From an optimization exercise on the open Yosys and OpenROAD flow, aimed at small area and a short achievable clock period; shortcuts taken in it are not production practice.
At most, simulation tests tie the RTL to the original design; equivalence was not proved.
No functional check of the RTL was part of runs 4 and 5.
Power and IR drop assume default switching activity.

===== flow/run.sh =====
#!/bin/bash
# Standard ORFS layout (the standard.sh, unchanged synthesis), with the
# port buffers made as sky130_fd_sc_hd__buf_1 instead of the resizer's pick,
# and a clock tree of clkbuf_8 without dummy loads.
set -euo pipefail
cd "$(dirname "$0")/.."
bash standard.sh "BUFFER_PORTS_ARGS=-buffer_cell sky130_fd_sc_hd__buf_1" \
  "CTS_ARGS=-sink_clustering_enable -repair_clock_nets -dont_use_dummy_load -buf_list sky130_fd_sc_hd__clkbuf_8 -root_buf sky130_fd_sc_hd__clkbuf_8" \
  finish > flow_make.log 2>&1

===== standard.sh =====
#!/bin/bash
# synth_recipe.tcl (not shown) runs the flow's synth.tcl, then flattens the netlist and writes it again
# the make line also repeats each setting of config.mk as NAME=value (left out here)
make -C /OpenROAD-flow-scripts/flow DESIGN_CONFIG=/design/flow/config.mk WORK_HOME=/design/flow/orfs CLKGATE_MAP_FILE= SYNTH_SCRIPT=/design/flow/synth_recipe.tcl "${@:-finish}"

===== config.mk =====
export PLATFORM = sky130hd
export DESIGN_NAME = QPU_V
export DESIGN_NICKNAME = QPU_V
export VERILOG_FILES = /design/flow/design.v
export SDC_FILE = /design/flow/constraint.sdc
export NUM_CORES = 4
export LEC_CHECK = 0
export CAP_MARGIN = 20
export CORE_MARGIN = 2
export CORE_UTILIZATION = 60
export SETUP_SLACK_MARGIN = 3.0
export SLEW_MARGIN = 20
export SYNTH_HIERARCHICAL = 1
export SYNTH_MINIMUM_KEEP_SIZE = 0
export TNS_END_PERCENT = 0

===== constraint.sdc =====
create_clock -name core_clock -period 6.0 [get_ports {clk}]
set_input_delay 1.2000 -clock core_clock [delete_from_list [all_inputs] [get_ports {clk}]]
set_output_delay 1.2000 -clock core_clock [all_outputs]
set_load 0.01 [all_outputs]

===== design.v =====
module QPU_V(
  input clk,reset,RDY,
  input [15:0]IR,
  input IRQ1,IRQ2,
  input [7:0] A_result,
  input A_vin,A_cin,
  input [7:0] M_Din,
  input I1,I2,I3,I4,
  output [11:0] pc_out,
  output [9:0]  W_AddrO,
  output [7:0]  W_DoutO,
  output [9:0]  M_AddrO,
  output M_WEO,M_IO,
  output A_adc_sbc,A_cout,
  output [7:0] Op1,Op2,
  output [7:0] ST,OPS,RA,RF,RSP
);
reg        s1;
reg [6:0]  OP_TYPE;
reg        IOMode,MWE0,MWEO,OP_ADC_SBC,LAB7;
reg [3:0]  LWx;
reg [11:0] pc;
reg [9:0]  SP,RX,RY,WAddr;
reg [7:0]  Acc,Flags;
reg [7:0]  OP1R,OP2R;
reg        F1,F2;
reg [2:0]  COP_TYPE,IR_TYPE;
reg [7:0]  WSEL;
wire [2:0] IR_CMD = IR[14:12];
wire [3:0] IR_REG = IR[11:8];
wire [3:0] IR_REGB= IR[3:0];
wire [3:0] PK_REG = (IR_REG >4'b1001)? 4'b1000:IR_REG;
wire [3:0] PK_REGB= (IR_REGB>4'b1001)? 4'b1000:IR_REGB;
wire [7:0] OP_INC = OP1R+8'd1;
wire [7:0] WD_REST = ({8{WSEL[0]}} & (OP1R & OP2R))
                   | ({8{WSEL[1]}} & (OP1R | OP2R))
                   | ({8{WSEL[2]}} & (OP1R ^ OP2R))
                   | ({8{WSEL[4]}} & {Flags[0],OP1R[7:1]})
                   | ({8{WSEL[5]}} & OP_INC)
                   | ({8{WSEL[6]}} & OP2R)
                   | ({8{WSEL[7]}} & Acc);
wire [7:0] WD;
QPU_V_wdsel u_wdsel(.a(A_result), .s(WSEL[3]), .rest(WD_REST), .y(WD));
wire C_NEXT = WSEL[3] ? A_cin : WSEL[4] ? OP1R[0] : Flags[0];
wire [9:0] PBASE = ~s1 ? SP : (IR_TYPE==3'b110) ? RX : (IR_TYPE==3'b111) ? RY : SP;
wire [9:0] PDIFF = PBASE - {{2{IR[7]}},IR[7:0]};
wire dec = ~s1 & ~IR[15];
wire OP_PSH_POP = (IR_TYPE[1:0]==2'b01) & ~LAB7 & COP_TYPE[2] & COP_TYPE[1];
reg [6:0]  n_OP_TYPE;
always @*
begin
    case (IR_CMD)
    3'b000: n_OP_TYPE=7'b0000001;
    3'b001: n_OP_TYPE=7'b0000010;
    3'b010: n_OP_TYPE=7'b0000100;
    3'b011: n_OP_TYPE=7'b0001000;
    3'b100: n_OP_TYPE=7'b0010000;
    3'b101: n_OP_TYPE=7'b0001000;
    3'b110: n_OP_TYPE=7'b0100000;
    default: n_OP_TYPE=7'b1000000;
    endcase
end
wire eq1  = (LWx==PK_REG);
wire eq2  = (LWx==PK_REGB);
wire r1f  = (IR_REG==4'b1001);
wire r1a  = IR_REG[3] | (IR_CMD>=3'b110);
wire r2   = (IR_REG[3:1]==3'b101);
wire r2f  = (IR_REGB==4'b1001);
wire r2a  = IR_REGB[3];
wire f1 = dec ? (~eq1 & ~r1f & ~r1a) : F1;
wire f2 = dec ? (r2 & ~eq2 & ~r2f & ~r2a) : F2;
wire [4:0] s_op1 = {~dec & ~F1,
                    dec & ~eq1 & ~r1f & r1a,
                    dec & ~eq1 & r1f,
                    dec & eq1,
                    f1};
wire [5:0] s_op2 = {~dec & ~F2,
                    dec & ~r2,
                    dec & r2 & ~eq2 & ~r2f & r2a,
                    dec & r2 & ~eq2 & r2f,
                    dec & r2 & eq2,
                    f2};
wire [7:0] n_OP1R, n_OP2R;
QPU_V_ao5 u_op1(.s(s_op1), .d0(M_Din), .d1(WD), .d2(Flags), .d3(Acc), .d4(OP1R), .y(n_OP1R));
QPU_V_ao6 u_op2(.s(s_op2), .d0(M_Din), .d1(WD), .d2(Flags), .d3(Acc), .d4(IR[7:0]), .d5(OP2R), .y(n_OP2R));
wire mem = (IR_REG>=4'b1100);
wire ext = (IR_CMD==3'b100) & (IR_REG>4'b1000);
wire       n_s1  = ~reset & dec & (mem | ext);
wire [6:0] n_OPT = reset ? 7'd0 : s1 ? OP_TYPE : IR[15] ? 7'd0 : n_OP_TYPE;
wire [7:0] n_WSEL = n_s1 ? 8'b10000000 :
                    {~|n_OPT[5:0], n_OPT[5], n_OPT[4]&IR[7], n_OPT[4]&~IR[7], n_OPT[3:0]};
always @(posedge clk)
begin
    LAB7<=IR[7];
    IR_TYPE<=IR[10:8];
    OP_ADC_SBC<=~IR[14];
    COP_TYPE<=IR[14:12];
    F1<=f1;
    F2<=f2;
    OP1R<= n_OP1R;
    OP2R<= n_OP2R;
    s1<=n_s1;
    OP_TYPE<=n_OPT;
    WSEL<=n_WSEL;
    if (reset)
    begin
        IOMode<=1'b0;
        MWE0<=1'b0;
        MWEO<=1'b0;
        LWx<=4'b1111;
        pc<=12'd0;
        SP<=10'h100;
        RX<=10'd0;
        RY<=10'd0;
        Flags<=8'd0;
        Acc<=8'hA5;
    end
    else if (~s1)
    begin
        if (~IR[15])
        begin
            if (mem)
            begin
                case (IR[9:8])
                2'b00: WAddr<={2'd0,IR[7:0]};
                2'b01: WAddr<=PDIFF;
                2'b10: WAddr<=RX;
                2'b11: WAddr<=RY;
                endcase
                IOMode<=(IR[7:6]==2'b00);
                MWE0<=1'b0;
                MWEO<=(IR_CMD==3'b111);
                LWx<=4'b1000;
            end
            else
            begin
                WAddr<={6'd0,PK_REG};
                IOMode<=1'b0;
                MWE0<=~ext;
                MWEO<=~ext;
                if (~ext) pc<=pc+12'd1;
                LWx<=PK_REG;
            end
            if (MWE0)
            begin
                if (LWx==4'b1001)
                    Flags<=WD;
                else
                begin
                    if (LWx>=4'b1000)
                        Acc<=WD;
                    Flags[0]<=C_NEXT;
                    Flags[1]<=(WD==8'd0);
                    if (n_OP_TYPE[3])
                        Flags[2]<=A_vin;
                    Flags[3]<=WD[7];
                end
            end
        end
        else
        begin
            LWx<=4'b1110;
            MWE0<=1'b0;
            MWEO<=1'b0;
            pc<=pc+12'd1;
        end
    end
    else
    begin
        if (COP_TYPE==3'b100)
        begin
            if (IR_TYPE[2:1]==2'b01)
                SP<={M_Din[1:0],Acc};
            else if (IR_TYPE==3'b101)
                SP<=PDIFF;
            else if (IR_TYPE==3'b110)
                RX<=PDIFF;
            else if (IR_TYPE==3'b111)
                RY<=PDIFF;
            LWx<=4'b1110;
            MWE0<=1'b0;
            MWEO<=1'b0;
        end
        else if (COP_TYPE<3'b110)
        begin
            WAddr<=10'd8;
            LWx<=4'b1000;
            MWE0<=1'b1;
            MWEO<=1'b1;
        end
        else
        begin
            if (COP_TYPE==3'b110)
                Acc<=M_Din;
            LWx<=4'b1110;
            MWE0<=1'b0;
            MWEO<=1'b0;
        end
        if (OP_PSH_POP)
        begin
            if (COP_TYPE[0])
                SP<=WAddr;
            else
                SP<=SP+10'd1;
        end
        IOMode<=1'b0;
        pc<=pc+12'd1;
    end
end
assign pc_out=pc;
assign W_AddrO=WAddr;
QPU_V_maddr u_maddr(.s1(s1), .wa(WAddr), .ra(IR[11:8]), .rb(IR[3:0]), .y(M_AddrO));
assign W_DoutO=WD;
assign M_WEO=MWEO;
assign M_IO=IOMode;
assign A_adc_sbc=OP_ADC_SBC;
assign A_cout=Flags[0];
assign Op1=OP1R;
assign Op2=OP2R;
assign ST={LWx,F2,COP_TYPE};
assign OPS={1'b0,OP_TYPE};
assign RA=Acc;
assign RF=Flags;
assign RSP=SP[7:0];
endmodule
module QPU_V_wdsel(input [7:0] a, input s, input [7:0] rest, output [7:0] y);
assign y = ({8{s}} & a) | rest;
endmodule
module QPU_V_maddr(input s1, input [9:0] wa, input [3:0] ra, input [3:0] rb, output [9:0] y);
wire [3:0] pa = (ra>4'b1001) ? 4'b1000 : ra;
wire [3:0] pb = (rb>4'b1001) ? 4'b1000 : rb;
assign y = s1 ? wa : {6'd0, ra[3] ? pb : pa};
endmodule
module QPU_V_ao5(input [4:0] s, input [7:0] d0, d1, d2, d3, d4, output [7:0] y);
assign y = ({8{s[0]}} & d0) | ({8{s[1]}} & d1) | ({8{s[2]}} & d2) | ({8{s[3]}} & d3) | ({8{s[4]}} & d4);
endmodule
module QPU_V_ao6(input [5:0] s, input [7:0] d0, d1, d2, d3, d4, d5, output [7:0] y);
assign y = ({8{s[0]}} & d0) | ({8{s[1]}} & d1) | ({8{s[2]}} & d2) | ({8{s[3]}} & d3) | ({8{s[4]}} & d4) | ({8{s[5]}} & d5);
endmodule

==> impl_metrics.py, run 1 <==
metrics = {
    "outcome": {
        "status": "finished clean",
    },
    "grt": {
        "grt_pass1_vias": 6514,
        "antenna_found_initial": 0,
        "grt_max_degree": 82,
        "grt_first_pass_wirelength_um": 35100,
        "grt_use_total_pct": 35.3,
        "gr-total-overflow": 0,
    },
    "routing": {
        "wl_per_cell_um": 20.7,
        "drt_iter0_drc": 1026,
        "detail-route-antenna-nets": 0,
        "route.detailed.drc": 0,
        "routed_via_density": 6.54,
        "drt_pass1_iterations": 11,
        "via_count": 7338,
        "wl_um": 23300,
    },
    "sta": {
        "period_share_pct": 53.3,
        "fmax_ghz": 0.313,
        "rsz0062_at_grt": "yes",
        "finClkSkew_ns": 0.0200,
        "setup_viol": 0,
        "slew_headroom_pct": 30.9,
        "worstMarginPinSlew_ns": 1.03,
        "final.setup.tns_ns": 0,
        "finalHoldViolCount": 0,
        "slew_violations": 0,
        "fin_crit_ns": 3.20,
    },
    "clocking": {
        "clk_path_buf_depth": 2,
        "cts_inserted_buffers": 17,
        "htree_num_levels": 4,
        "cts_hold_buf": 0,
        "cts_tree": "yes",
        "cts_root_buffer": "clkbuf_8",
        "clk_pin_slew_ns": 0.05,
        "clock_latency_ns": 0.45,
        "cts_sinks": 117,
    },
    "floorplan": {
        "fp.dieH_um": 114,
        "fp-row-count": 40,
        "core-area_sq_um": 11900,
        "die_x_um": 114,
        "start_util_pct": 60.8,
        "die_area_sq_um": 13000,
        "ios": 143,
    },
    "setup_path": {
        "critical_path_buf_inv_count": 3,
        "cp.arrival_ns": 2.00,
        "cp_data_required_time_ns": 4.80,
        "cp-end-kind": "output pin",
        "slowest_delay_ns": 0.21,
        "cp-startpoint": "IR[11]",
        "slowest_stage": "and2b_2",
        "cp_top_family": "buffers and inverters",
        "crit_fanout": 7,
        "r2r-start": "IR_TYPE[1]",
        "cp-start-kind": "input port",
        "crit_top_cell": "buf_6",
        "criticalPathCategory": "in2out",
        "path_cells": "buf_6, buf_6, and2b_2, a21oi_2, o21ai_1, buf_2",
    },
    "yosys": {
        "ys_seq_elements": 117,
        "synthFlopType": "dfxtp_1",
        "synth_area_leader_cell": "dfxtp_1",
        "netlist_instances": 870,
        "synth_edf_count": 10,
        "yosys_warnings": 7,
        "ys_seq_area_share_pct": 33.7,
        "syn_avg_cell_area_sq_um": 8.33,
        "synth_top_area_share_pct": 29.6,
        "synthDistinctLibCells": 76,
        "async_reset_ff_share_pct": 0,
        "syn_area_sq_um": 7250,
        "synth_top_cells_by_area": "dfxtp_1, nand2_1, ha_1",
        "synth_nets": 942,
    },
    "final_layout": {
        "multi_input_area_sq_um": 4420,
        "fin_nets": 1049,
        "area_growth_pct": 13.1,
        "design_area_sq_um": 8200,
        "layout-drive-gt1-share_pct": 12.3,
        "antenna_cells": 0,
        "register_area_sq_um": 2470,
        "fill_cells": 1021,
    },
    "placed_design": {
        "portBuffers": 134,
        "dpl-instance-area_sq_um": 7640,
        "hpwl_um": 16500,
        "gp_congestion": 0.870,
    },
    "min_path": {
        "min_path_type": "reg2reg",
        "hp-start": "RX[8]",
    },
    "pwr": {
        "power.density_nw_per_um2": 216,
        "ir_drop_v": 0.000171,
        "cellLeakagePower_uw": 0.00311,
    },
    "job": {
        "cap_violations": 0,
    },
}
-- cells by family (layout without fill, tap and decap cells) --
kind of cell             count (synthesis)  in the layout  synth area share (%)
AO/OA/AOI/OAI                          242            242                  23.5
flip-flops                             117            117                  33.7
XOR/XNOR                                32             32                  3.87
adder cells (fa/ha/maj)                 29             29                  5.11
buffers and inverters                  102            207                  7.18
other                                    1              1                0.0517
multiplexers                            31             31                  5.02
AND/OR/NAND/NOR                        316            316                  21.6
-- worst min-delay path: stages, from the launching register on --
cell	delay [ns]
dfxtp_1	0.32
nand2_1	0.06
a21oi_1	0.05
-- cell type report --
type                            instances  share of cell area [%]
Multi-Input combinational cell        651                    53.9
Tap cell                              147                    2.24
Inverter                               35                    1.60
Clock buffer                           17                    2.85
Sequential cell                       117                    30.2
Timing Repair Buffer                  155                    9.29
-- power by group --
| part | internal (uW) | switching [uW] | total (uW) |
|---|---|---|---|
| Clock | 248 | 275 | 523 |
| Sequential | 827 | 65.5 | 893 |
| Combinational | 141 | 213 | 354 |
-- state kept, by name, summed over array words and instances, names as in the netlist --
register and cells:
LAB7 1, COP_TYPE 3, SP 10, MWE0 1, OP1R 8, OP2R 8
pc 12, F2 1, IR_TYPE 3, LWx 4, Flags 8, OP_TYPE 7
OP_ADC_SBC 1, WSEL 8, RX 10, MWEO 1, IOMode 1, s1 1
WAddr 10, RY 10, F1 1, Acc 8
-- modules after synthesis, one instance, submodules excluded --
| module | copies in the design | cells | flip-flops and latches |
|---|---|---|---|
| QPU_V | 1 | 771 | 117 |
| QPU_V_maddr | 1 | 24 | 0 |
| QPU_V_ao6 | 1 | 38 | 0 |
| QPU_V_wdsel | 1 | 9 | 0 |
| QPU_V_ao5 | 1 | 28 | 0 |
-- what timing repair did --
action,4_1_cts,5_1_grt
endpoints found under the setup margin,60,63
buffers inserted,8,4
pin swaps,5,3
endpoints found under the hold margin,0,0
resized for setup,45,20
cloned,2,0
-- per-stage QoR --
step                util, %  std cells  hold slack [ns]  setup WS, ns  total power (uW)
finish                 68.8       1122            0.472          2.80              1770
global route           68.8       1122            0.497          2.73              1830
CTS                    68.0       1118            0.470          2.82              1740
detailed placement     64.1       1091            0.463          2.15              1210
global placement       64.0       1090            0.454          2.28              1200
floorplan                 -        870            0.445          2.99              1100
-- cell usage in the layout (no fill, tap or decap), drive strengths merged, types with 4 or more instances in the layout --
cell / instances
nor3: 13
xnor2: 16
dfxtp: 107
a211oi: 23
o22ai: 4
nand2b: 12
mux4: 4
nor4: 8
inv: 35
a21o: 12
a22oi: 53
buf: 151
clkbuf: 20
nor3b: 7
o21ai: 46
nand3b: 6
nand2: 101
and2: 12
and3: 9
nor2: 66
a31oi: 4
mux2i: 24
ha: 28
a311oi: 4
a21oi: 56
or3: 6
or2: 6
nand3: 38
nand4: 9
edfxtp: 10
a222oi: 10
o31ai: 7
nor2b: 14
xor2: 16
-- final timing paths --
path                endpoint  slack, ns  cells past startpoint
setup reg to reg    WAddr[7]       2.97                     10
hold reg to reg        RX[8]       0.47                      2
setup / recovery  M_AddrO[1]       2.80                      6
hold / removal         RX[8]       0.47                      2
-- cells in the mapped netlist, drive strengths merged (3+ instances only) --
cell type / number
o21ai: 46
a22oi: 53
a21o: 12
nor4b: 3
or3: 6
and2: 12
nand2b: 12
a311oi: 4
nand3: 38
and2b: 3
mux2i: 24
a222oi: 10
dfxtp: 107
xor2: 16
o211ai: 3
nor2b: 14
nand2: 101
nand3b: 6
edfxtp: 10
or2: 6
a211oi: 23
nor4: 8
a31oi: 4
o22ai: 4
nor2: 66
and3: 9
xnor2: 16
buf: 40
nand4: 9
o31ai: 7
nor3b: 7
mux4: 4
clkbuf: 27
ha: 28
inv: 35
a21oi: 56
mux2: 3
nor3: 13
-- routing by layer --
layer / vias to the layer above / track usage (%) / wire [um]
met4: 0 / 12.7 / 598
met2: 466 / 53.3 / 10400
met3: 51 / 7.01 / 2330
met1: 3486 / 50.5 / 9950
li1: 3335 / - / -
met5: - / 0 / 0
==> inputs of run 2 (changes only) <==
--- a/config.mk
+++ b/config.mk
@@ -9,3 +9,3 @@
 export CORE_MARGIN = 2
-export CORE_UTILIZATION = 60
+export CORE_UTILIZATION = 40
 export SETUP_SLACK_MARGIN = 3.0
==> run 2 against run 1 <==
Largest power group unchanged. Sequential share of layout area is 0.19 points lower. Register-to-register slack hardly changed. Global-route usage shrank 12 points. Via count fell by 5.5%. Non-clock buffer count down 6. Sequential cell count is the same. Clock-buffer cell count stayed put. Setup slack gained 0.019 ns. Core utilization down 23 points. Clock power is 1% higher. Clock skew up 0.013 ns. Synthesized cell count stayed put.
==> impl_metrics.py, run 2 <==
metrics = {
    "floorplan": {
        "ios": 143,
        "fp-row-count": 49,
        "start_util_pct": 40.6,
        "fp.dieH_um": 139,
        "die_x_um": 139,
        "core-area_sq_um": 17800,
        "die_area_sq_um": 19200,
    },
    "sta": {
        "worstMarginPinSlew_ns": 1.01,
        "final.setup.tns_ns": 0,
        "finalHoldViolCount": 0,
        "fin_crit_ns": 3.18,
        "fmax_ghz": 0.315,
        "setup_viol": 0,
        "finClkSkew_ns": 0.0326,
        "slew_headroom_pct": 32.8,
        "rsz0062_at_grt": "yes",
        "period_share_pct": 53.0,
        "slew_violations": 0,
    },
    "outcome": {
        "status": "finished clean",
    },
    "final_layout": {
        "layout-drive-gt1-share_pct": 11.4,
        "top_register": "pc",
        "mostFrequentLayoutCells": "buf_1, nand2_1, dfxtp_1",
        "fin_nets": 1043,
        "fin_util_pct": 46.3,
        "fill_cells": 1819,
        "register_area_sq_um": 2470,
        "multi_input_area_sq_um": 4400,
        "largest_reg_flops": 12,
        "area_growth_pct": 13.9,
        "final_common_cell": "buf_1",
    },
    "routing": {
        "detail-route-antenna-nets": 0,
        "wl_per_cell_um": 19.5,
        "wl_um": 23300,
        "route.detailed.drc": 0,
        "via_count": 6934,
        "drt_iter0_drc": 667,
        "routed_via_density": 5.78,
        "drt_pass1_iterations": 5,
    },
    "clocking": {
        "cts_tree": "yes",
        "cts_sinks": 117,
        "cts_hold_buf": 0,
        "clk_pin_slew_ns": 0.08,
        "clk_path_buf_depth": 2,
        "htree_num_levels": 4,
        "cts_inserted_buffers": 17,
        "cts_root_buffer": "clkbuf_8",
        "clock_latency_ns": 0.46,
    },
    "pwr": {
        "power.share.sequential_pct": 50.7,
        "internal-power_uw": 1210,
        "pwr-share-comb_pct": 19.2,
        "switching_power_uw": 548,
        "power.density_nw_per_um2": 213,
        "ir_drop_v": 0.000148,
        "clkPwrFrac_pct": 30.1,
        "cellLeakagePower_uw": 0.00306,
        "switching_share_pct": 31.2,
    },
    "grt": {
        "grt_first_pass_wirelength_um": 35600,
        "grt_use_total_pct": 23.6,
        "antenna_found_initial": 1,
        "gr-total-overflow": 0,
        "grt_max_degree": 51,
        "grt_pass1_vias": 6236,
    },
    "placed_design": {
        "hpwl_um": 17200,
        "gp_congestion": 0.878,
        "portBuffers": 134,
    },
    "min_path": {
        "min_path_type": "reg2reg",
    },
    "job": {
        "cap_violations": 0,
    },
    "yosys": {
        "synth_common_cells": "dfxtp_1, nand2_1, nor2_1",
        "async_reset_ff_share_pct": 0,
        "ys_seq_area_share_pct": 33.7,
        "synth_nets": 942,
        "synth_edf_count": 10,
        "synth_top_area_share_pct": 29.6,
        "synthFlopType": "dfxtp_1",
        "ys_seq_elements": 117,
        "syn_area_sq_um": 7250,
        "synthDistinctLibCells": 76,
        "netlist_instances": 870,
        "syn_avg_cell_area_sq_um": 8.33,
        "yosys_warnings": 7,
        "yosysMostFrequentCell": "dfxtp_1",
        "synth_top_cells_by_area": "dfxtp_1, nand2_1, ha_1",
        "synth_area_leader_cell": "dfxtp_1",
    },
    "setup_path": {
        "cp-end-kind": "output pin",
        "criticalPathCategory": "in2out",
        "slowest_delay_ns": 0.20,
        "cp_data_required_time_ns": 4.80,
        "slowest_stage": "a311oi_1",
        "cp-start-kind": "input port",
        "path_cells": "buf_8, buf_12, nor2b_1, a311oi_1, a21oi_1, buf_2",
        "crit_fanout": 2,
        "cp.arrival_ns": 1.98,
    },
}
run 2: final timing paths:
kind	cells past startpoint	from	slack (ns)	to
worst max register to register	11	IR_TYPE[1]	2.96	WAddr[6]
worst max-delay path	6	IR[8]	2.82	M_AddrO[0]
worst min register to register	2	RY[1]	0.47	RY[1]
worst min-delay path	2	RY[1]	0.47	RY[1]
run 2: per-layer routing:
layer  part of all wire [%]  vias to the layer above  routed length, um  track usage [%]
met4                    2.8                        0                660             9.83
met2                     45                      246              10400             35.1
li1                       -                     3322                  -                -
met1                     46                     3320              10800             33.2
met5                      0                        -                  0                0
met3                    6.3                       46               1480             4.94
run 2: kinds of logic (layout without fill, tap and decap cells):
family                   count (synthesis)  after routing  synth area share (%)
multiplexers                            31             31                  5.02
AND/OR/NAND/NOR                        316            316                  21.6
buffers and inverters                  102            201                  7.18
XOR/XNOR                                32             32                  3.87
adder cells (fa/ha/maj)                 29             29                  5.11
AO/OA/AOI/OAI                          242            242                  23.5
other                                    1              2                0.0517
flip-flops                             117            117                  33.7
run 2: final cells by class:
type                    instances  share of cell area [%]
flip-flops and latches        117                    30.0
diodes                          1                  0.0303
clock buffers                  17                    2.84
repair buffers                149                    8.75
well taps                     229                    3.47
multi-input cells             651                    53.4
inverters                      35                    1.59
run 2: critical path, delay by kind of cell:
family | cells | cell delay (ns)
buffers and inverters | 3 | 0.39
and+or+nand+nor | 1 | 0.12
AOI/OAI and AO/OA | 2 | 0.27
run 2: timing repair:
action,CTS,global route
setup buffers,7,1
gates resized for setup,58,9
pin swaps,4,1
cloned,1,0
setup endpoints to repair,60,40
run 2: modules after synthesis (local to each module, per instance):
| module | cells | area (sq um) | flip-flops and latches |
|---|---|---|---|
| QPU_V | 771 | 6510 | 117 |
| QPU_V_ao6 | 38 | 340 | 0 |
| QPU_V_ao5 | 28 | 193 | 0 |
| QPU_V_maddr | 24 | 135 | 0 |
| QPU_V_wdsel | 9 | 71.3 | 0 |
run 2: power groups by stage:
stage	clock network, uW	logic [uW]	registers [uW]
6_report	529	337	890
5_1_grt	571	370	895
4_1_cts	541	332	888
3_5_place_dp	0	310	902
3_3_place_gp	0	306	903
2_1_floorplan	0	205	892
run 2: metrics by stage:
step / area, sq um / cells / setup slack, ns / total power (uW) / hold slack [ns]
after floorplan: 7280 / 870 / 2.99 / 1100 / 0.445
after detailed placement: 7740 / 1172 / 2.10 / 1210 / 0.466
after global placement: 7730 / 1172 / 2.10 / 1210 / 0.457
after CTS: 8210 / 1197 / 2.84 / 1760 / 0.475
final: 8250 / 1199 / 2.82 / 1760 / 0.474
after global routing: 8250 / 1199 / 2.78 / 1840 / 0.498
==> inputs of run 3 (changes only) <==
--- a/config.mk
+++ b/config.mk
@@ -10,3 +10,3 @@
 export CORE_UTILIZATION = 40
-export SETUP_SLACK_MARGIN = 3.0
+export SETUP_SLACK_MARGIN = 2.6
 export SLEW_MARGIN = 20
==> run 3 against run 2 <==
Global-route usage grew 0.30 points. Non-clock buffer count fell by 7. Combinational power down 6.8%. Largest power group unchanged.
==> impl_metrics.py, run 3 <==
metrics = {
    "outcome": {
        "status": "finished clean",
    },
    "final_layout": {
        "layout-drive-gt1-share_pct": 7.80,
        "mostFrequentLayoutCells": "buf_1, dfxtp_1, nand2_1",
        "area_growth_pct": 10.2,
        "antenna_cells": 0,
        "register_area_sq_um": 2450,
        "stdcell_count": 1191,
        "fin_nets": 1036,
        "final_common_cell": "buf_1",
        "top_register": "pc",
        "multi_input_area_sq_um": 4320,
        "largest_reg_flops": 12,
        "fill_cells": 1840,
    },
    "pwr": {
        "power.density_nw_per_um2": 216,
        "ir_drop_v": 0.000149,
        "power_uw": 1730,
        "cellLeakagePower_uw": 0.00295,
    },
    "floorplan": {
        "core-area_sq_um": 17800,
        "fp.dieH_um": 139,
        "ios": 143,
        "start_util_pct": 40.6,
        "die_area_sq_um": 19200,
        "fp-row-count": 49,
        "die_x_um": 139,
    },
    "yosys": {
        "ys_seq_area_share_pct": 33.7,
        "synthDistinctLibCells": 76,
        "synth_top_area_share_pct": 29.6,
        "yosys_warnings": 7,
        "async_reset_ff_share_pct": 0,
        "synth_common_cells": "dfxtp_1, nand2_1, nor2_1",
        "synth_area_leader_cell": "dfxtp_1",
        "synth_nets": 942,
        "ys_seq_elements": 117,
        "synthFlopType": "dfxtp_1",
        "synth_edf_count": 10,
        "syn_area_sq_um": 7250,
        "syn_avg_cell_area_sq_um": 8.33,
        "netlist_instances": 870,
        "synth_top_cells_by_area": "dfxtp_1, nand2_1, ha_1",
        "yosysMostFrequentCell": "dfxtp_1",
    },
    "grt": {
        "gr-total-overflow": 0,
        "grt_max_degree": 51,
        "antenna_found_initial": 0,
        "grt_use_total_pct": 23.9,
        "grt_pass1_vias": 6289,
        "grt_first_pass_wirelength_um": 36300,
    },
    "setup_path": {
        "r2r-start": "IR_TYPE[0]",
        "cp_top_family": "simple AND/OR/NAND/NOR gates",
        "crit_fanout": 7,
        "slowest_stage": "dfxtp_1",
        "r2r_cells": 12,
        "cp-start-kind": "flop",
        "cp_data_required_time_ns": 4.80,
        "r2r_slack_ns": 2.75,
        "criticalPathCategory": "reg2out",
        "cp-end-kind": "output pin",
        "critical_path_buf_inv_count": 2,
        "slowest_delay_ns": 0.50,
        "cp.arrival_ns": 2.24,
        "path_cells": "inv_1, nor3_1, nand3_1, xnor2_1, nand2_1, nand4_1, a21o_2, buf_1",
        "r2r-end": "WAddr[8]",
    },
    "clocking": {
        "cts_root_buffer": "clkbuf_8",
        "clk_pin_slew_ns": 0.05,
        "cts_sinks": 117,
        "cts_tree": "yes",
        "cts_hold_buf": 0,
        "clk_path_buf_depth": 2,
        "clock_latency_ns": 0.45,
        "cts_inserted_buffers": 17,
        "htree_num_levels": 4,
    },
    "min_path": {
        "hp-start": "RY[8]",
        "min_path_type": "reg2reg",
        "worstHoldPathCells": 2,
        "min_to": "RY[8]",
    },
    "sta": {
        "finalHoldViolCount": 0,
        "slew_violations": 0,
        "slew_headroom_pct": 31.2,
        "period_share_pct": 57.3,
        "final.setup.tns_ns": 0,
        "setup_viol": 0,
        "fmax_ghz": 0.291,
        "rsz0062_at_grt": "yes",
        "worstMarginPinSlew_ns": 1.03,
        "finClkSkew_ns": 0.0227,
        "fin_crit_ns": 3.44,
    },
    "placed_design": {
        "gp_congestion": 0.871,
        "hpwl_um": 17100,
        "portBuffers": 134,
        "dp_cells": 1174,
    },
    "routing": {
        "wl_per_cell_um": 19.5,
        "drt_pass1_iterations": 5,
        "wl_um": 23200,
        "detail-route-antenna-nets": 0,
        "route.detailed.drc": 0,
        "drt_iter0_drc": 672,
        "routed_via_density": 5.78,
        "via_count": 6885,
    },
    "job": {
        "cap_violations": 0,
    },
}
==> run 3: cell counts after synthesis <==
No cell type changed its count.
==> run 3: modules after synthesis, one instance, submodules excluded <==
| module | copies in the design | flip-flops and latches | cell area (sq um) | cells |
|---|---|---|---|---|
| QPU_V_ao6 | 1 | 0 | 340 | 38 |
| QPU_V_ao5 | 1 | 0 | 193 | 28 |
| QPU_V | 1 | 117 | 6510 | 771 |
| QPU_V_maddr | 1 | 0 | 135 | 24 |
| QPU_V_wdsel | 1 | 0 | 71.3 | 9 |
==> run 3: cell type report <==
type | count | area share (%)
Timing Repair Buffer | 142 | 7.13
Sequential cell | 117 | 30.7
Inverter | 35 | 1.64
Tap cell | 229 | 3.59
Multi-Input combinational cell | 651 | 54.0
Clock buffer | 17 | 2.93
==> run 3: worst max-delay path by stage <==
| stage | start | endpoint | slack (ns) | depth (start not counted) |
|---|---|---|---|---|
| floorplan | IR[0] | WAddr[8] | 2.82 | 9 |
| global placement | IR[1] | WAddr[6] | 2.16 | 9 |
| detailed placement | IR[0] | WAddr[6] | 2.19 | 10 |
| CTS | OP1R[2] | W_DoutO[7] | 2.48 | 8 |
| global route | OP1R[4] | W_DoutO[7] | 2.43 | 8 |
| finish | OP1R[4] | W_DoutO[7] | 2.56 | 8 |
==> run 3: kinds of logic (layout without fill, tap and decap cells) <==
family	Yosys count	in the layout	share of synthesized area, %
mux	31	31	5.02
flops	117	117	33.7
other cells	1	1	0.0517
buf+inv	102	194	7.18
simple gates	316	316	21.6
fa+ha+maj	29	29	5.11
compound gates	242	242	23.5
xor+xnor	32	32	3.87
==> run 3: per-layer routing <==
metal	wire, um	part of all wire (%)	global-route usage, %	up-vias
met5	0	0	0	-
met4	545	2.3	8.49	0
met3	1650	7.1	5.15	34
met2	10400	45	35.9	262
met1	10700	46	33.8	3286
li1	-	-	-	3303
==> run 3: through the flow <==
step	hold slack, ns	setup WS (ns)	area [sq um]	util [%]
global placement	0.456	2.16	7720	43.2
global route	0.489	2.43	7990	44.8
CTS	0.473	2.48	7960	44.6
floorplan	0.445	2.82	7250	-
finish	0.467	2.56	7990	44.8
detailed placement	0.465	2.19	7720	43.2
==> run 3: timing repair <==
item | CTS | global route
cloned | 0 | 0
buffers inserted | 0 | 0
gates resized for setup | 5 | 8
endpoints found under the setup margin | 15 | 26
==> run 3: where the power goes <==
part           internal, uW  switching [uW]
sequential              825            62.8
clock                   248             279
combinational           115             199
==> run 3: tightest hold or removal path: stages, from the launching register on <==
cell and delay (ns):
dfxtp_1 0.32, nand2_1 0.05, a21oi_1 0.05
==> inputs of run 4 (changes only) <==
--- a/design.v
+++ b/design.v
@@ -18,4 +18,4 @@
 reg        s1;
-reg [6:0]  OP_TYPE;
-reg        IOMode,MWE0,MWEO,OP_ADC_SBC,LAB7;
+reg        OPSTR;
+reg        IOMode,MWE0,MWEO,LAB7;
 reg [3:0]  LWx;
@@ -49,15 +49,16 @@
 reg [6:0]  n_OP_TYPE;
-always @*
-begin
-    case (IR_CMD)
-    3'b000: n_OP_TYPE=7'b0000001;
-    3'b001: n_OP_TYPE=7'b0000010;
-    3'b010: n_OP_TYPE=7'b0000100;
-    3'b011: n_OP_TYPE=7'b0001000;
-    3'b100: n_OP_TYPE=7'b0010000;
-    3'b101: n_OP_TYPE=7'b0001000;
-    3'b110: n_OP_TYPE=7'b0100000;
-    default: n_OP_TYPE=7'b1000000;
+function [6:0] optype(input [2:0] cmd);
+    case (cmd)
+    3'b000: optype=7'b0000001;
+    3'b001: optype=7'b0000010;
+    3'b010: optype=7'b0000100;
+    3'b011: optype=7'b0001000;
+    3'b100: optype=7'b0010000;
+    3'b101: optype=7'b0001000;
+    3'b110: optype=7'b0100000;
+    default: optype=7'b1000000;
     endcase
-end
+endfunction
+always @* n_OP_TYPE=optype(IR_CMD);
+wire [6:0] OP_TYPE = s1 ? optype(COP_TYPE) : {OPSTR, WSEL[6], WSEL[5]|WSEL[4], WSEL[3:0]};
 wire eq1  = (LWx==PK_REG);
@@ -88,3 +89,3 @@
 wire       n_s1  = ~reset & dec & (mem | ext);
-wire [6:0] n_OPT = reset ? 7'd0 : s1 ? OP_TYPE : IR[15] ? 7'd0 : n_OP_TYPE;
+wire [6:0] n_OPT = reset ? 7'd0 : s1 ? optype(COP_TYPE) : IR[15] ? 7'd0 : n_OP_TYPE;
 wire [7:0] n_WSEL = n_s1 ? 8'b10000000 :
@@ -95,3 +96,2 @@
     IR_TYPE<=IR[10:8];
-    OP_ADC_SBC<=~IR[14];
     COP_TYPE<=IR[14:12];
@@ -102,3 +102,3 @@
     s1<=n_s1;
-    OP_TYPE<=n_OPT;
+    OPSTR<=~n_s1 & n_OPT[6];
     WSEL<=n_WSEL;
@@ -215,3 +215,3 @@
 assign M_IO=IOMode;
-assign A_adc_sbc=OP_ADC_SBC;
+assign A_adc_sbc=~COP_TYPE[2];
 assign A_cout=Flags[0];
--- a/config.mk
+++ b/config.mk
@@ -10,3 +10,3 @@
 export CORE_UTILIZATION = 40
-export SETUP_SLACK_MARGIN = 2.6
+export SETUP_SLACK_MARGIN = 3.0
 export SLEW_MARGIN = 20
==> run 4 against run 3 <==
Largest cell class unchanged. Critical endpoint is now M_AddrO[1]. Global-route usage increased by 1.8 points. Via count is 1.1% higher. Power fell by 8.0%. Synthesized cell count down 0.80%.
==> impl_metrics.py, run 4 <==
metrics = {
    "grt": {
        "grt_pass1_vias": 6081,
        "gr-total-overflow": 0,
        "grt_use_total_pct": 25.6,
        "grt_first_pass_wirelength_um": 36300,
        "grt_max_degree": 71,
        "antenna_found_initial": 0,
    },
    "clocking": {
        "htree_num_levels": 3,
        "cts_hold_buf": 0,
        "cts_root_buffer": "clkbuf_8",
        "cts_inserted_buffers": 9,
        "cts_sinks": 110,
        "clock_latency_ns": 0.39,
        "clk_path_buf_depth": 2,
        "clk_pin_slew_ns": 0.09,
        "cts_tree": "yes",
    },
    "yosys": {
        "ys_seq_elements": 110,
        "synth_nets": 935,
        "synth_top_area_share_pct": 28.3,
        "yosys_warnings": 7,
        "synth_top_cells_by_area": "dfxtp_1, nand2_1, ha_1",
        "syn_area_sq_um": 7080,
        "ys_seq_area_share_pct": 32.5,
        "syn_avg_cell_area_sq_um": 8.21,
        "async_reset_ff_share_pct": 0,
        "synth_area_leader_cell": "dfxtp_1",
        "yosysMostFrequentCell": "nand2_1",
        "synthFlopType": "dfxtp_1",
        "synth_edf_count": 10,
        "synth_common_cells": "nand2_1, dfxtp_1, nor2_1",
        "synthDistinctLibCells": 77,
        "netlist_instances": 863,
    },
    "placed_design": {
        "portBuffers": 134,
        "gp_congestion": 0.899,
        "hpwl_um": 17500,
        "dp_cells": 1162,
    },
    "routing": {
        "wl_per_cell_um": 20.8,
        "drt_iter0_drc": 756,
        "route.detailed.drc": 0,
        "wl_um": 24800,
        "routed_via_density": 5.84,
        "drt_pass1_iterations": 6,
        "via_count": 6960,
        "detail-route-antenna-nets": 0,
    },
    "job": {
        "cap_violations": 0,
    },
    "sta": {
        "worstMarginPinSlew_ns": 1.08,
        "setup_viol": 0,
        "fin_crit_ns": 3.20,
        "finClkSkew_ns": 0.0260,
        "fmax_ghz": 0.313,
        "final.setup.tns_ns": 0,
        "period_share_pct": 53.3,
        "finalHoldViolCount": 0,
        "rsz0062_at_grt": "yes",
        "slew_headroom_pct": 27.3,
        "slew_violations": 0,
    },
    "final_layout": {
        "area_growth_pct": 14.5,
        "fin_util_pct": 46.9,
        "top_register": "pc",
        "antenna_cells": 0,
        "stdcell_count": 1192,
        "layout-drive-gt1-share_pct": 13.0,
        "largest_reg_flops": 12,
        "final_common_cell": "buf_1",
        "fin_nets": 1041,
        "mostFrequentLayoutCells": "buf_1, nand2_1, dfxtp_1",
    },
    "min_path": {
        "hp-start": "RY[6]",
        "min_path_type": "reg2reg",
        "worstHoldPathCells": 2,
        "min_to": "RY[6]",
    },
    "floorplan": {
        "fp-row-count": 48,
        "die_area_sq_um": 18800,
        "core-area_sq_um": 17300,
        "fp.dieH_um": 137,
        "start_util_pct": 40.9,
        "die_x_um": 137,
        "ios": 143,
    },
    "setup_path": {
        "criticalPathCategory": "in2out",
        "r2r_slack_ns": 3.01,
        "r2r-start": "IR_TYPE[0]",
        "cp-start-kind": "input port",
        "crit_fanout": 6,
        "cp_data_required_time_ns": 4.80,
        "r2r-end": "WAddr[7]",
        "r2r_cells": 9,
        "cp-end-kind": "output pin",
        "cp.arrival_ns": 2.00,
    },
    "pwr": {
        "power.density_nw_per_um2": 196,
        "ir_drop_v": 0.0000988,
        "cellLeakagePower_uw": 0.00302,
    },
    "outcome": {
        "status": "finished clean",
    },
}
[run 4: modules after synthesis (local to each module, per instance)]
module,cells,area (sq um),copies in the design
QPU_V,764,6340,1
QPU_V_ao6,38,340,1
QPU_V_ao5,28,193,1
QPU_V_maddr,24,135,1
QPU_V_wdsel,9,71.3,1
[run 4: layout make-up]
| type | count | area (sq um) |
|---|---|---|
| Multi-Input combinational cell | 646 | 4420 |
| Tap cell | 225 | 282 |
| Fill cell | 1780 | 9190 |
| Inverter | 41 | 156 |
| Clock buffer | 9 | 124 |
| Sequential cell | 110 | 2350 |
| Timing Repair Buffer | 161 | 772 |
[run 4: stage by stage]
| step | hold slack (ns) | total power [uW] | setup WS [ns] | cell area (sq um) |
|---|---|---|---|---|
| final | 0.478 | 1590 | 2.80 | 8110 |
| after CTS | 0.480 | 1560 | 2.78 | 7900 |
| after global routing | 0.496 | 1670 | 2.73 | 8110 |
| after floorplan | 0.446 | 1050 | 2.96 | 7110 |
| after detailed placement | 0.466 | 1170 | 2.20 | 7590 |
| after global placement | 0.457 | 1170 | 2.20 | 7590 |
[run 4: worst max-delay path, stage by stage]
cell and delay [ns]:
buf_8 0.10, buf_6 0.11, and2b_2 0.21, a21oi_4 0.16, o21ai_1 0.07, buf_2 0.15
[run 4: cell families (layout without fill, tap and decap cells)]
group                      Yosys count  after routing  synth area share, %
DFF                                110            110                 32.5
and+or+nand+nor                    313            313                 21.5
other                                1              1               0.0530
muxes                               36             36                 5.99
xor gates and xnor gates            37             37                 4.58
AOI/OAI and AO/OA                  230            230                 22.9
buffers and inverters              107            211                 7.24
adders and majority gates           29             29                 5.23
[run 4: per-layer routing]
metal / wire, um / global-route usage, %
met5: 0 / 0
met4: 589 / 9.05
met3: 2170 / 5.59
met2: 10500 / 35.8
met1: 11600 / 38.3
[run 4: how the worst max path moves through the flow]
| stage | depth (start not counted) | endpoint | start |
|---|---|---|---|
| global route | 6 | W_DoutO[3] | OP1R[3] |
| global placement | 9 | WAddr[7] | IR[1] |
| detailed placement | 9 | WAddr[7] | IR[1] |
| floorplan | 8 | WAddr[4] | IR[0] |
| CTS | 6 | M_AddrO[1] | IR[11] |
| finish | 6 | M_AddrO[1] | IR[11] |
[run 4: what timing repair did]
item                       4_1_cts  5_1_grt
setup endpoints to repair       44       51
buffers inserted                 7       13
resized for setup               55       32
pin swaps                        1        8
gates cloned                     1        0
[run 4: report_power, final]
group          internal (uW)  switching, uW  total (uW)  leakage [uW]
registers                781           68.0         849      0.000920
logic                    148            218         366       0.00203
clock network            136            240         375     0.0000647
total                   1060            526        1590       0.00302
==> inputs of run 5 (changes only) <==
--- a/design.v
+++ b/design.v
@@ -33,10 +33,4 @@
 wire [3:0] PK_REGB= (IR_REGB>4'b1001)? 4'b1000:IR_REGB;
-wire [7:0] OP_INC = OP1R+8'd1;
-wire [7:0] WD_REST = ({8{WSEL[0]}} & (OP1R & OP2R))
-                   | ({8{WSEL[1]}} & (OP1R | OP2R))
-                   | ({8{WSEL[2]}} & (OP1R ^ OP2R))
-                   | ({8{WSEL[4]}} & {Flags[0],OP1R[7:1]})
-                   | ({8{WSEL[5]}} & OP_INC)
-                   | ({8{WSEL[6]}} & OP2R)
-                   | ({8{WSEL[7]}} & Acc);
+wire [7:0] WD_REST;
+QPU_V_alu u_alu(.sel(WSEL), .a(OP1R), .b(OP2R), .c(Flags[0]), .acc(Acc), .y(WD_REST));
 wire [7:0] WD;
@@ -45,3 +39,4 @@
 wire [9:0] PBASE = ~s1 ? SP : (IR_TYPE==3'b110) ? RX : (IR_TYPE==3'b111) ? RY : SP;
-wire [9:0] PDIFF = PBASE - {{2{IR[7]}},IR[7:0]};
+wire [9:0] PDIFF;
+QPU_V_psub u_psub(.a(PBASE), .b(IR[7:0]), .y(PDIFF));
 wire dec = ~s1 & ~IR[15];
@@ -239 +234,14 @@
 endmodule
+module QPU_V_alu(input [7:0] sel, input [7:0] a, input [7:0] b, input c, input [7:0] acc, output [7:0] y);
+wire [7:0] inc = a+8'd1;
+assign y = ({8{sel[0]}} & (a & b))
+         | ({8{sel[1]}} & (a | b))
+         | ({8{sel[2]}} & (a ^ b))
+         | ({8{sel[4]}} & {c,a[7:1]})
+         | ({8{sel[5]}} & inc)
+         | ({8{sel[6]}} & b)
+         | ({8{sel[7]}} & acc);
+endmodule
+module QPU_V_psub(input [9:0] a, input [7:0] b, output [9:0] y);
+assign y = a - {{2{b[7]}},b};
+endmodule
==> run 5 against run 4 <==
Core utilization increased by 0.39 points. Non-clock buffer count increased by 6. Die area increased by 2.3%. Critical endpoint is now M_AddrO[0]. Largest power group unchanged. Largest cell class unchanged.
==> impl_metrics.py, run 5 <==
metrics = {
    "final_layout": {
        "design_area_sq_um": 8430,
        "final_common_cell": "buf_1",
        "stdcell_count": 1205,
        "mostFrequentLayoutCells": "buf_1, dfxtp_1, nand2_1, nor2_1",
        "antenna_cells": 0,
        "fin_util_pct": 47.3,
        "layout-drive-gt1-share_pct": 15.2,
        "largest_reg_flops": 12,
        "fin_nets": 1050,
        "fill_cells": 1764,
        "area_growth_pct": 16.3,
        "top_register": "pc",
    },
    "floorplan": {
        "ios": 143,
        "start_util_pct": 40.6,
        "core-area_sq_um": 17800,
        "fp-row-count": 49,
        "die_area_sq_um": 19200,
        "fp.dieH_um": 139,
        "die_x_um": 139,
    },
    "routing": {
        "wl_um": 25200,
        "route.detailed.drc": 0,
        "wl_per_cell_um": 20.9,
        "detail-route-antenna-nets": 0,
        "routed_via_density": 5.91,
        "via_count": 7120,
        "drt_iter0_drc": 804,
        "drt_pass1_iterations": 6,
    },
    "clocking": {
        "htree_num_levels": 3,
        "clock_latency_ns": 0.39,
        "cts_inserted_buffers": 9,
        "clk_pin_slew_ns": 0.09,
        "cts_hold_buf": 0,
        "cts_tree": "yes",
        "clk_path_buf_depth": 2,
        "cts_root_buffer": "clkbuf_8",
        "cts_sinks": 110,
    },
    "pwr": {
        "power.density_nw_per_um2": 193,
        "cellLeakagePower_uw": 0.00313,
        "ir_drop_v": 0.000114,
    },
    "placed_design": {
        "gp_congestion": 0.902,
        "dp_slack_ns": 2.13,
        "dpl-instance-area_sq_um": 7750,
        "dp_cells": 1169,
        "hpwl_um": 17500,
        "portBuffers": 134,
    },
    "grt": {
        "gr-total-overflow": 0,
        "antenna_found_initial": 0,
        "grt_use_total_pct": 24.9,
        "grt_first_pass_wirelength_um": 37500,
        "grt_pass1_vias": 6297,
        "grt_max_degree": 50,
    },
    "sta": {
        "finalHoldViolCount": 0,
        "fin_crit_ns": 3.19,
        "worstMarginPinSlew_ns": 1.06,
        "slew_headroom_pct": 29.1,
        "final.setup.tns_ns": 0,
        "fmax_ghz": 0.314,
        "slew_violations": 0,
        "setup_viol": 0,
        "rsz0062_at_grt": "yes",
        "finClkSkew_ns": 0.0203,
        "period_share_pct": 53.1,
        "timing.final.ws_setup_ns": 2.81,
    },
    "yosys": {
        "synth_top_area_share_pct": 27.6,
        "synthDistinctLibCells": 77,
        "syn_avg_cell_area_sq_um": 8.35,
        "synth_common_cells": "dfxtp_1, nor2_1, nand2_1",
        "synthFlopType": "dfxtp_1",
        "synth_nets": 940,
        "ys_seq_elements": 110,
        "synth_top_cells_by_area": "dfxtp_1, mux2i_1, ha_1",
        "synth_edf_count": 10,
        "yosysMostFrequentCell": "dfxtp_1",
        "ys_seq_area_share_pct": 31.8,
        "syn_area_sq_um": 7250,
        "yosys_warnings": 7,
        "netlist_instances": 868,
        "async_reset_ff_share_pct": 0,
        "synth_area_leader_cell": "dfxtp_1",
    },
    "setup_path": {
        "criticalPathCategory": "in2out",
        "r2r_cells": 15,
        "cp.arrival_ns": 1.99,
        "cp-end-kind": "output pin",
        "crit_fanout": 8,
        "cp_data_required_time_ns": 4.80,
        "cp-start-kind": "input port",
    },
    "min_path": {
        "min_path_type": "reg2reg",
        "worstHoldPathCells": 2,
    },
    "job": {
        "cap_violations": 0,
    },
    "outcome": {
        "status": "finished clean",
    },
}
run 5: modules after synthesis, one instance, submodules excluded:
module / cells / copies in the design / area [sq um]
QPU_V: 611 / 1 / 5380
QPU_V_ao6: 38 / 1 / 340
QPU_V_ao5: 28 / 1 / 193
QPU_V_psub: 61 / 1 / 440
QPU_V_wdsel: 9 / 1 / 71.3
QPU_V_maddr: 24 / 1 / 135
QPU_V_alu: 97 / 1 / 692
run 5: cells by family (layout without fill, tap and decap cells):
kind of cell	count (synthesis)	count (layout)	share of synthesized area [%]
AND/OR/NAND/NOR	312	313	21.7
AO/OA/AOI/OAI	214	214	21.2
buffers and inverters	116	223	7.58
flip-flops	110	110	31.8
multiplexers	55	55	8.89
XOR/XNOR	31	31	3.75
adder cells (fa/ha/maj)	29	29	5.11
other	1	1	0.0517
run 5: final timing paths:
kind,to,slack (ns),start
max,M_AddrO[0],2.81,IR[2]
min,Flags[4],0.51,Flags[4]
max reg2reg,WAddr[8],3.03,IR_TYPE[1]
min reg2reg,Flags[4],0.51,Flags[4]
run 5: layer usage:
metal  GRT usage, %  up-vias  part of all wire (%)
met4           6.87        0                   1.9
li1               -     3341                     -
met2           38.0      358                    44
met5              0        -                     0
met1           36.2     3385                    45
met3           4.28       36                   8.8
run 5: stage by stage:
stage	total power [uW]	hold slack, ns
final	1630	0.508
after global routing	1700	0.528
after CTS	1590	0.511
after detailed placement	1190	0.499
after global placement	1190	0.490
after floorplan	1060	0.474
run 5: critical path: stages:
cell and delay [ns]:
buf_6 0.12, o21ai_1 0.09, a311oi_2 0.35, a21oi_1 0.07, buf_2 0.15
run 5: repair_timing:
action / CTS / global route
cloned: 0 / 3
buffers inserted: 9 / 15
pin swaps: 7 / 12
endpoints found under the setup margin: 78 / 59
gates resized for setup: 72 / 39
run 5: power by group:
group          leakage [uW]  switching, uW  internal [uW]
clock             0.0000647            248            136
combinational       0.00215            223            166
sequential         0.000922           76.7            780
total               0.00313            548           1080
run 5: layout make-up:
| class | count | area (sq um) | share of cell area (%) |
|---|---|---|---|
| Multi-Input combinational cell | 643 | 4580 | 54.4 |
| Sequential cell | 110 | 2360 | 28.0 |
| Timing Repair Buffer | 167 | 890 | 10.6 |
| Tap cell | 229 | 287 | 3.40 |
| Inverter | 47 | 181 | 2.15 |
| Clock buffer | 9 | 124 | 1.47 |
==> inputs of run 6 (changes only) <==
--- a/design.v
+++ b/design.v
@@ -28,2 +28,3 @@
 reg [7:0]  WSEL;
+reg [2:0]  TT;
 wire [2:0] IR_CMD = IR[14:12];
@@ -34,3 +35,3 @@
 wire [7:0] WD_REST;
-QPU_V_alu u_alu(.sel(WSEL), .a(OP1R), .b(OP2R), .c(Flags[0]), .acc(Acc), .y(WD_REST));
+QPU_V_alu u_alu(.tt(TT), .sh(WSEL[4]), .in(WSEL[5]), .ac(WSEL[7]), .a(OP1R), .b(OP2R), .c(Flags[0]), .acc(Acc), .y(WD_REST));
 wire [7:0] WD;
@@ -39,4 +40,3 @@
 wire [9:0] PBASE = ~s1 ? SP : (IR_TYPE==3'b110) ? RX : (IR_TYPE==3'b111) ? RY : SP;
-wire [9:0] PDIFF;
-QPU_V_psub u_psub(.a(PBASE), .b(IR[7:0]), .y(PDIFF));
+wire [9:0] PDIFF = PBASE - {{2{IR[7]}},IR[7:0]};
 wire dec = ~s1 & ~IR[15];
@@ -57,3 +57,3 @@
 always @* n_OP_TYPE=optype(IR_CMD);
-wire [6:0] OP_TYPE = s1 ? optype(COP_TYPE) : {OPSTR, WSEL[6], WSEL[5]|WSEL[4], WSEL[3:0]};
+wire [6:0] OP_TYPE = s1 ? optype(COP_TYPE) : {OPSTR, TT[2]&TT[0]&~TT[1], WSEL[5]|WSEL[4], WSEL[3], ~TT[2]&TT[1], TT[2]&TT[1], TT[2]&~TT[0]};
 wire eq1  = (LWx==PK_REG);
@@ -99,2 +99,3 @@
     WSEL<=n_WSEL;
+    TT<={n_WSEL[0]|n_WSEL[1]|n_WSEL[6], n_WSEL[1]|n_WSEL[2], n_WSEL[1]|n_WSEL[2]|n_WSEL[6]};
     if (reset)
@@ -234,14 +235,11 @@
 endmodule
-module QPU_V_alu(input [7:0] sel, input [7:0] a, input [7:0] b, input c, input [7:0] acc, output [7:0] y);
-wire [7:0] inc = a+8'd1;
-assign y = ({8{sel[0]}} & (a & b))
-         | ({8{sel[1]}} & (a | b))
-         | ({8{sel[2]}} & (a ^ b))
-         | ({8{sel[4]}} & {c,a[7:1]})
-         | ({8{sel[5]}} & inc)
-         | ({8{sel[6]}} & b)
-         | ({8{sel[7]}} & acc);
-endmodule
-module QPU_V_psub(input [9:0] a, input [7:0] b, output [9:0] y);
-assign y = a - {{2{b[7]}},b};
-endmodule
+module QPU_V_alu(input [2:0] tt, input sh, input in, input ac, input [7:0] a, input [7:0] b, input c, input [7:0] acc, output [7:0] y);
+wire [7:0] cy = {&a[6:0], &a[5:0], &a[4:0], &a[3:0], &a[2:0], &a[1:0], a[0], 1'b1};
+genvar i;
+generate for (i=0; i<8; i=i+1) begin : g
+    assign y[i] = (a[i] ? (b[i] ? tt[2] : tt[1]) : (b[i] & tt[0]))
+                | (sh & ((i==7) ? c : a[(i+1)%8]))
+                | (in & (a[i] ^ cy[i]))
+                | (ac & acc[i]);
+end endgenerate
+endmodule
--- a/config.mk
+++ b/config.mk
@@ -10,3 +10,3 @@
 export CORE_UTILIZATION = 40
-export SETUP_SLACK_MARGIN = 3.0
+export SETUP_SLACK_MARGIN = 3.4
 export SLEW_MARGIN = 20
==> run 6 against run 5 <==
First-iteration DRC count shrank 12%. Non-clock buffer count is 8 lower. Worst hold slack got worse by 0.032 ns. Core utilization shrank 1.4 points. Global-route usage decreased by 0.071 points. Register-to-register slack got worse by 0.11 ns. Final cell count fell by 4.8%. Synthesized cell count fell by 5.5%. Wire length shrank 8.6%. Sequential share of layout area grew 1.3 points. Still clean. Combinational power fell by 8.5%. Clock power barely moved.
==> impl_metrics.py, run 6 <==
metrics = {
    "sta": {
        "fmax_ghz": 0.307,
        "rsz0062_at_grt": "yes",
        "hold_slack_ns": 0.476,
        "slew_headroom_pct": 30.4,
        "finClkSkew_ns": 0.0297,
        "worstMarginPinSlew_ns": 1.04,
        "slew_violations": 0,
        "timing.final.ws_setup_ns": 2.74,
        "final.setup.tns_ns": 0,
        "finalHoldViolCount": 0,
        "period_share_pct": 54.3,
        "setup_viol": 0,
        "fin_crit_ns": 3.26,
    },
    "yosys": {
        "synth_edf_count": 10,
        "synth_nets": 878,
        "synth_top_cells_by_area": "dfxtp_1, mux2i_1, nand2_1",
        "synth_area_leader_cell": "dfxtp_1",
        "yosys_warnings": 7,
        "async_reset_ff_share_pct": 0,
        "syn_area_sq_um": 6930,
        "ys_seq_area_share_pct": 32.9,
        "synthDistinctLibCells": 75,
        "synth_top_area_share_pct": 28.6,
        "yosysMostFrequentCell": "dfxtp_1",
        "ys_seq_elements": 109,
        "syn_avg_cell_area_sq_um": 8.45,
        "netlist_instances": 820,
        "synth_common_cells": "dfxtp_1, nand2_1, nor2_1",
        "synthFlopType": "dfxtp_1",
    },
    "clocking": {
        "cts_sinks": 109,
        "cts_inserted_buffers": 9,
        "htree_num_levels": 3,
        "cts_root_buffer": "clkbuf_8",
        "clock_latency_ns": 0.40,
        "cts_hold_buf": 0,
        "cts_tree": "yes",
        "clk_path_buf_depth": 2,
        "clk_pin_slew_ns": 0.08,
    },
    "setup_path": {
        "cp_data_required_time_ns": 4.80,
        "slowest_delay_ns": 0.36,
        "cp-start-kind": "input port",
        "slowest_stage": "a311oi_2",
        "crit_fanout": 9,
        "cp_top_family": "compound AO/OA/AOI/OAI gates",
        "cp-end-kind": "output pin",
        "cp.arrival_ns": 2.06,
        "criticalPathCategory": "in2out",
        "critical_path_buf_inv_count": 2,
        "path_cells": "buf_6, o21ai_0, a311oi_2, a21oi_1, buf_2",
    },
    "grt": {
        "grt_first_pass_wirelength_um": 34700,
        "grt_use_total_pct": 24.8,
        "antenna_found_initial": 0,
        "gr-total-overflow": 0,
        "grt_max_degree": 58,
        "grt_pass1_vias": 5829,
    },
    "final_layout": {
        "fin_util_pct": 45.8,
        "mostFrequentLayoutCells": "buf_1, dfxtp_1, nand2_1",
        "top_register": "pc",
        "fin_nets": 982,
        "area_growth_pct": 13.2,
        "final_common_cell": "buf_1",
        "antenna_cells": 0,
        "largest_reg_flops": 12,
        "layout-drive-gt1-share_pct": 12.0,
        "stdcell_count": 1147,
    },
    "placed_design": {
        "dp_slack_ns": 2.18,
        "hpwl_um": 16200,
        "gp_congestion": 0.899,
        "dp_cells": 1123,
        "portBuffers": 134,
    },
    "pwr": {
        "ir_drop_v": 0.000105,
        "power.density_nw_per_um2": 201,
        "cellLeakagePower_uw": 0.00286,
    },
    "routing": {
        "route.detailed.drc": 0,
        "drt_pass1_iterations": 5,
        "via_count": 6612,
        "wl_um": 23000,
        "drt_iter0_drc": 707,
        "wl_per_cell_um": 20.1,
        "detail-route-antenna-nets": 0,
        "routed_via_density": 5.76,
    },
    "floorplan": {
        "fp.dieH_um": 136,
        "ios": 143,
        "fp-row-count": 48,
        "die_area_sq_um": 18400,
        "start_util_pct": 40.5,
        "die_x_um": 136,
        "core-area_sq_um": 17100,
    },
    "outcome": {
        "status": "finished clean",
    },
    "job": {
        "cap_violations": 0,
    },
    "min_path": {
        "min_path_type": "reg2reg",
    },
}
==> run 6: cell count changes in the layout (fill, tap and decap cells not counted), sizes merged, moves of 10 or more <==
cell,delta
a22oi,-13
xor2,+13
nand2,+12
inv,-20
ha,-14
a21o,+10
==> run 6: worst register-to-register path: stages (launching register included) <==
cell and delay (ns):
dfxtp_1 0.48, nand3_4 0.16, buf_4 0.21, nand2_1 0.11
o21ai_0 0.10, ha_1 0.36, and2_1 0.20, o211ai_1 0.12
nand3b_1 0.17, o31ai_1 0.27, xor2_1 0.43, o21ai_0 0.19
==> run 6: final timing paths <==
check,startpoint,endpoint,slack [ns],depth (start not counted)
worst max-delay path,IR[3],M_AddrO[0],2.74,5
worst min-delay path,RY[3],RY[3],0.48,2
worst max register to register,IR_TYPE[1],WAddr[8],2.92,11
worst min register to register,RY[3],RY[3],0.48,2
==> run 6: power by group <==
| group | total (uW) | leakage (uW) | switching (uW) | internal (uW) |
|---|---|---|---|---|
| Combinational | 356 | 0.00189 | 211 | 145 |
| Clock | 382 | 0.0000647 | 246 | 136 |
| Sequential | 839 | 0.000909 | 67.1 | 772 |
| Total | 1580 | 0.00286 | 524 | 1050 |
==> run 6: per-module statistics from Yosys, one instance, submodules excluded <==
module / copies in the design / cells / cell area [sq um] / flops+latches
QPU_V_ao6: 1 / 38 / 340 / 0
QPU_V_maddr: 1 / 24 / 135 / 0
QPU_V_ao5: 1 / 28 / 193 / 0
QPU_V_alu: 1 / 56 / 423 / 0
QPU_V: 1 / 665 / 5760 / 109
QPU_V_wdsel: 1 / 9 / 71.3 / 0
==> run 6: what timing repair did <==
item,CTS,global route
hold endpoints to repair,0,0
setup endpoints to repair,85,101
cloned,1,1
gates resized for setup,45,11
buffers inserted,9,4
pin swaps,8,7
==> run 6: layout make-up <==
class	count	area [sq um]
Sequential cell	109	2300
Timing Repair Buffer	159	783
Inverter	26	100
Fill cell	1732	9270
Clock buffer	9	124
Tap cell	225	282
Multi-Input combinational cell	619	4250
==> run 6: routing by layer <==
metal	routed length (um)	vias to the layer above	global-route usage, %	part of all wire, %
li1	-	3164	-	-
met1	10800	3130	37.6	47
met2	9690	290	34.7	42
met3	2080	28	5.27	9.0
met4	426	0	7.58	1.9
met5	0	-	0	0
==> run 6: cells by family after synthesis <==
kind of cell	count (synthesis)	synth area share, %
AND/OR/NAND/NOR	289	21.0
other	1	0.0541
adder cells (fa/ha/maj)	15	2.82
multiplexers	47	8.15
XOR/XNOR	35	4.43
AO/OA/AOI/OAI	232	23.6
buffers and inverters	92	7.06
flip-flops	109	32.9
==> run 6: stage by stage <==
| step | instance area, sq um | power (uW) |
|---|---|---|
| floorplan | 6940 | 1050 |
| global placement | 7410 | 1160 |
| detailed placement | 7410 | 1160 |
| CTS | 7760 | 1560 |
| global route | 7840 | 1640 |
| finish | 7840 | 1580 |
==> inputs of run 7 (changes only) <==
--- a/config.mk
+++ b/config.mk
@@ -10,3 +10,3 @@
 export CORE_UTILIZATION = 40
-export SETUP_SLACK_MARGIN = 3.4
+export SETUP_SLACK_MARGIN = 3.0
 export SLEW_MARGIN = 20
==> run 7 against run 6 <==
Still clean. Register-to-register slack barely moved. Clock power barely moved. Via count unchanged. Combinational power about the same. Sequential share of layout area unchanged. Critical path depth did not move. Final cell count unchanged. Largest cell class unchanged. Largest power group unchanged.
==> impl_metrics.py, run 7 <==
metrics = {
    "final_layout": {
        "register_area_sq_um": 2300,
        "antenna_cells": 0,
        "mostFrequentLayoutCells": "buf_1, dfxtp_1, nand2_1",
        "fin_nets": 982,
        "layout-drive-gt1-share_pct": 12.0,
        "area_growth_pct": 13.2,
        "multi_input_area_sq_um": 4250,
        "top_register": "pc",
        "final_common_cell": "buf_1",
        "largest_reg_flops": 12,
        "fill_cells": 1732,
        "fin_util_pct": 45.8,
        "design_area_sq_um": 7840,
    },
    "setup_path": {
        "cp_top_family": "compound AO/OA/AOI/OAI gates",
        "r2r-start": "IR_TYPE[1]",
        "path_cells": "buf_6, o21ai_0, a311oi_2, a21oi_1, buf_2",
        "slowest_delay_ns": 0.36,
        "criticalPathCategory": "in2out",
        "crit_fanout": 9,
        "cp-start-kind": "input port",
        "cp.arrival_ns": 2.06,
        "critical_path_buf_inv_count": 2,
        "cp-end-kind": "output pin",
        "cp_data_required_time_ns": 4.80,
        "cp-startpoint": "IR[3]",
        "slowest_stage": "a311oi_2",
    },
    "placed_design": {
        "gp_congestion": 0.899,
        "dpl-instance-area_sq_um": 7410,
        "portBuffers": 134,
        "hpwl_um": 16200,
    },
    "clocking": {
        "cts_tree": "yes",
        "cts_sinks": 109,
        "clock_latency_ns": 0.40,
        "clk_path_buf_depth": 2,
        "clk_pin_slew_ns": 0.08,
        "cts_inserted_buffers": 9,
        "htree_num_levels": 3,
        "cts_hold_buf": 0,
        "cts_root_buffer": "clkbuf_8",
    },
    "routing": {
        "detail-route-antenna-nets": 0,
        "drt_pass1_iterations": 5,
        "routed_via_density": 5.76,
        "wl_um": 23000,
        "via_count": 6612,
        "drt_iter0_drc": 707,
        "wl_per_cell_um": 20.1,
        "route.detailed.drc": 0,
    },
    "yosys": {
        "ys_seq_area_share_pct": 32.9,
        "netlist_instances": 820,
        "async_reset_ff_share_pct": 0,
        "yosysMostFrequentCell": "dfxtp_1",
        "synthFlopType": "dfxtp_1",
        "ys_seq_elements": 109,
        "synth_top_cells_by_area": "dfxtp_1, mux2i_1, nand2_1",
        "synth_area_leader_cell": "dfxtp_1",
        "synth_common_cells": "dfxtp_1, nand2_1, nor2_1",
        "yosys_warnings": 7,
        "synth_nets": 878,
        "synth_edf_count": 10,
        "synthDistinctLibCells": 75,
        "synth_top_area_share_pct": 28.6,
        "syn_avg_cell_area_sq_um": 8.45,
        "syn_area_sq_um": 6930,
    },
    "sta": {
        "hold_slack_ns": 0.476,
        "slew_violations": 0,
        "setup_viol": 0,
        "period_share_pct": 54.3,
        "final.setup.tns_ns": 0,
        "finalHoldViolCount": 0,
        "fmax_ghz": 0.307,
        "rsz0062_at_grt": "yes",
        "finClkSkew_ns": 0.0297,
        "fin_crit_ns": 3.26,
        "worstMarginPinSlew_ns": 1.04,
        "slew_headroom_pct": 30.4,
    },
    "floorplan": {
        "die_area_sq_um": 18400,
        "die_x_um": 136,
        "start_util_pct": 40.5,
        "fp.dieH_um": 136,
        "fp-row-count": 48,
        "ios": 143,
        "core-area_sq_um": 17100,
    },
    "grt": {
        "antenna_found_initial": 0,
        "grt_use_total_pct": 24.8,
        "grt_max_degree": 58,
        "grt_pass1_vias": 5829,
        "grt_first_pass_wirelength_um": 34700,
        "gr-total-overflow": 0,
    },
    "min_path": {
        "hp-start": "RY[3]",
        "min_path_type": "reg2reg",
    },
    "pwr": {
        "power.density_nw_per_um2": 201,
        "cellLeakagePower_uw": 0.00286,
        "ir_drop_v": 0.000105,
    },
    "outcome": {
        "status": "finished clean",
    },
    "job": {
        "cap_violations": 0,
    },
}
==> run 7: cell counts in the layout (fill, tap and decap cells not counted) <==
Identical to the previous run, type by type.
==> run 7: kinds of logic after synthesis <==
group	Yosys count	synth area share, %
compound gates	232	23.6
fa+ha+maj	15	2.82
other cells	1	0.0541
buf+inv	92	7.06
simple gates	289	21.0
mux	47	8.15
flops	109	32.9
xor+xnor	35	4.43
==> run 7: modules after synthesis (local to each module, per instance) <==
module	cells inside	flip-flops and latches
QPU_V	665	109
QPU_V_maddr	24	0
QPU_V_ao6	38	0
QPU_V_alu	56	0
QPU_V_ao5	28	0
QPU_V_wdsel	9	0
==> run 7: worst paths after layout <==
kind / to / slack [ns] / depth (start not counted)
setup reg to reg: WAddr[8] / 2.92 / 11
setup / recovery: M_AddrO[0] / 2.74 / 5
hold / removal: RY[3] / 0.48 / 2
hold reg to reg: RY[3] / 0.48 / 2
==> run 7: layer usage <==
metal  global-route usage (%)  wire length, um
met3                     5.27             2080
met2                     34.7             9690
met1                     37.6            10800
met5                        0                0
met4                     7.58              426
==> run 7: timing repair <==
item,4_1_cts,5_1_grt
endpoints found under the setup margin,45,63
buffers inserted,9,4
pin swaps,8,7
resized for setup,45,11
gates cloned,1,1
==> run 7: area by class of cell <==
class	instances	area share, %
Clock buffer	9	1.58
Inverter	26	1.28
Multi-Input combinational cell	619	54.2
Sequential cell	109	29.3
Tap cell	225	3.59
Timing Repair Buffer	159	9.99
==> run 7: metrics by stage <==
stage | total power (uW) | setup WS [ns] | instances
floorplan | 1050 | 2.94 | 820
global placement | 1160 | 2.09 | 1123
detailed placement | 1160 | 2.18 | 1123
CTS | 1560 | 2.76 | 1142
global route | 1640 | 2.67 | 1147
finish | 1580 | 2.74 | 1147
==> run 7: worst reg2reg max path: stages, from the launching register on <==
cell and delay, ns:
dfxtp_1 0.48, nand3_4 0.16, buf_4 0.21, nand2_1 0.11, o21ai_0 0.10, ha_1 0.36
and2_1 0.20, o211ai_1 0.12, nand3b_1 0.17, o31ai_1 0.27, xor2_1 0.43, o21ai_0 0.19
==> run 7: report_power, final <==
group / internal [uW] / switching (uW)
Sequential: 772 / 67.1
Clock: 136 / 246
Combinational: 145 / 211

Setup slack of run 7, layout unchanged: 2.739 ns with ideal ports, 2.688 ns with driving cells assumed (clock clkbuf_16, inputs buf_2), 2.425 ns with port delays also shifted by the 0.426 ns mid clock arrival.
